This is an optimization exercise on Yosys and OpenROAD, whose aim is small area, not a production implementation. Only simulation tests tie the RTL to the original design; equivalence was not proved.

## blue
## top_module
module top_module(
    input wire clk_100MHz,
    input wire rst,
    input wire DOUT,
    input wire tare_button,
    input wire calib_button,
    output wire PD_SCK,
    output wire [7:0] SEG,
    output wire [7:0] AN,
    output wire TX
);
For scale: ~3000 cells after synthesis, roughly 220 flip-flops, ~23 I/O pins, ~26000 um2 of cells after synthesis.
Settings: LEC_CHECK=0, ABC_AREA=1, CAP_MARGIN=20, CORE_MARGIN=2, CORE_UTILIZATION=45, CTS_BUF_LIST=sky130_fd_sc_hd__clkbuf_4, CTS_CLUSTER_SIZE=30, SLEW_MARGIN=20; clock period 400.0 ns.
run.sh (not shown) runs the stock make flow with config.mk's settings and CLKGATE_MAP_FILE= SYNTH_SCRIPT=/design/flow/synth_recipe.tcl, a recipe that flattens the netlist after the stock synthesis.
Per the final summary, blue finished and its layout is clean on timing, DRC and antenna.
Here is what was changed in the inputs of red compared with blue.
Settings: CTS_CLUSTER_SIZE no longer set, was 30; CTS_BUF_LIST no longer set, was sky130_fd_sc_hd__clkbuf_4.
## What came out
- Having completed the whole flow, red delivered a layout that passed the timing, DRC and antenna checks.
- Final area for red is higher than for blue.
- Compared with blue, in red first-pass GRT wire length shows a reduction of about 0.6%, global-route usage shows a reduction of 0.35 points.

* * *

v6:
top_module, a different RTL version from the one above (not shown whole).
Size: roughly 22000 um2 of cells after synthesis.
clock: 400.0 ns
lec_check: 0
abc_area: 1
cap_margin: 20
core_margin: 2
core_utilization: 45
cts_buf_list: sky130_fd_sc_hd__clkbuf_16
cts_cluster_diameter: 100
cts_cluster_size: 30
slew_margin: 20
standard.sh (not shown) runs the stock make flow with config.mk's settings and CLKGATE_MAP_FILE= SYNTH_SCRIPT=/design/flow/synth_recipe.tcl, a recipe that flattens the netlist after the stock synthesis.
==> flow/flow/run.sh <==
#!/bin/bash
# Layout flow: the standard synthesis, unchanged; then the combinational
# cells of its netlist are mapped again by ABC with an area-oriented mapper
# (flip-flops, full and half adders and tie cells are kept as they are, with
# their names); then the standard flow from floorplan to finish.
set -euo pipefail
R=$PWD/orfs/results/$FLOW_PLATFORM/top_module/base
L=$PWD/orfs/logs/$FLOW_PLATFORM/top_module/base
LIB=$FLOW_HOME/platforms/$FLOW_PLATFORM/lib/sky130_fd_sc_hd__tt_025C_1v80.lib
YOSYS=$FLOW_HOME/../tools/install/yosys/bin/yosys
[ -x "$YOSYS" ] || YOSYS=yosys

# 1. standard synthesis (writes 1_2_yosys.v)
bash standard.sh "$R/1_2_yosys.v" > std_synth.log 2>&1
cp "$R/1_2_yosys.v" "$R/1_2_yosys_std.v"

# 2. re-map the combinational logic
KEEP=$(grep -o 'sky130_fd_sc_hd__[a-z0-9_]*' "$R/1_2_yosys_std.v" | sort -u |
       grep -E '__(df|edf|sdf|dl|fa_|ha_|conb)' | tr '\n' ' ')
DU=$(grep -o -- '-dont_use [A-Za-z0-9_]*' "$L/1_2_yosys.log" | sort -u | tr '\n' ' ')
sed -e "s#@LIB@#$LIB#g" -e "s#@KEEP@#$KEEP#g" -e "s#@DU@#$DU#g" \
    -e "s#@IN@#$R/1_2_yosys_std.v#g" -e "s#@OUT@#$R/1_2_yosys.v#g" \
    -e "s#@ABC@#$PWD/flow/area.abc#g" flow/remap.ys > remap_run.ys
"$YOSYS" -l remap.log remap_run.ys > /dev/null 2>&1
sed -e "s#@LIB@#$LIB#g" -e "s#@OUT@#$R/1_2_yosys.v#g" flow/stat.ys > stat_run.ys
"$YOSYS" -l remap_stat.log stat_run.ys > /dev/null 2>&1

# 3. standard flow on the re-mapped netlist
bash standard.sh > std_finish.log 2>&1
==> flow/flow/area.abc <==
strash
dch -f
amap
topo
==> flow/flow/remap.ys <==
# cells as their functions, except the ones kept as they are
read_liberty -ignore_miss_func @LIB@
read_verilog @IN@
hierarchy -top top_module
setattr -mod -set keep_hierarchy 1 @KEEP@
flatten top_module
opt_clean top_module
abc -script @ABC@ -liberty @LIB@ @DU@ top_module
opt_clean -purge top_module
hilomap -singleton -hicell sky130_fd_sc_hd__conb_1 HI -locell sky130_fd_sc_hd__conb_1 LO top_module
insbuf -buf sky130_fd_sc_hd__buf_4 A X top_module
opt_clean -purge top_module
select top_module
write_verilog -noattr -nohex -nodec -selected @OUT@
==> flow/flow/stat.ys <==
read_liberty -lib @LIB@
read_verilog @OUT@
hierarchy -top top_module
check -assert
stat -liberty @LIB@
v6: full flow OK, the timing, DRC and antenna checks passed
What v7 does differently from v6 at the input level:
==> flow/run.sh (new file) <==
#!/bin/bash
# synth_recipe.tcl (not shown) runs the flow's synth.tcl, then flattens the netlist and writes it again
# the make line also repeats each setting of config.mk as NAME=value (left out here)
make -C /OpenROAD-flow-scripts/flow DESIGN_CONFIG=/design/flow/config.mk WORK_HOME=/design/flow/orfs CLKGATE_MAP_FILE= SYNTH_SCRIPT=/design/flow/synth_recipe.tcl finish
removed: flow/flow/run.sh
removed: flow/flow/area.abc
removed: flow/flow/remap.ys
removed: flow/flow/stat.ys
removed: flow/standard.sh
## What came out
- Both conditions hold for v7: the flow ran to the end and the final layout passed the timing, DRC and antenna checks.
- Compared with v6, v7 shows routed wire length that has gone down by a few percent.
- NOTE number of logic stages on the critical path including buffering v6->v7 increased by a few percent
- v7 vs v6 — peak per-stage delay on the critical path rose 0.02 ns.
- The share of the clock period used by the worst path after layout in v7 sits 1.3 points below the value recorded for v6.
- Worst endpoint required time ended up 0.13 ns higher on v7 than on v6.
- | effective utilization at floorplan | v6 vs v7 | ≈ equal |

-- afterwards: timing with drivers on the ports --
How much do the figures lean on ideal ports? The routed layouts below were timed once more, with nothing changed but the port constraints. Step 1, drivers: a clkbuf_16 drives clk_100MHz and a buf_2 each remaining input, both assumed. Step 2 also shifts input and output timing later by t, the mid clock arrival at the registers, as if the neighbouring blocks saw the same clock. Slacks: ideal ports / drivers / drivers and shift; pairs: ideal ports / drivers.
run	t, ns	slack for setup (ns)	latest minus earliest clock arrival (ns)	slew at the worst register clock pin (ns)	pins driven straight from the clock port
blue	0.824	271.906 / 271.906 / 271.906	0.057 / 0.057	0.07 / 0.07	1
red	0.615	271.857 / 271.857 / 271.857	0.023 / 0.023	0.06 / 0.06	1
v6	0.564	235.879 / 235.879 / 235.879	0.025 / 0.025	0.11 / 0.11	1
v7	0.576	241.094 / 241.094 / 241.094	0.041 / 0.041	0.11 / 0.11	1
After both steps every run listed still meets setup and hold.
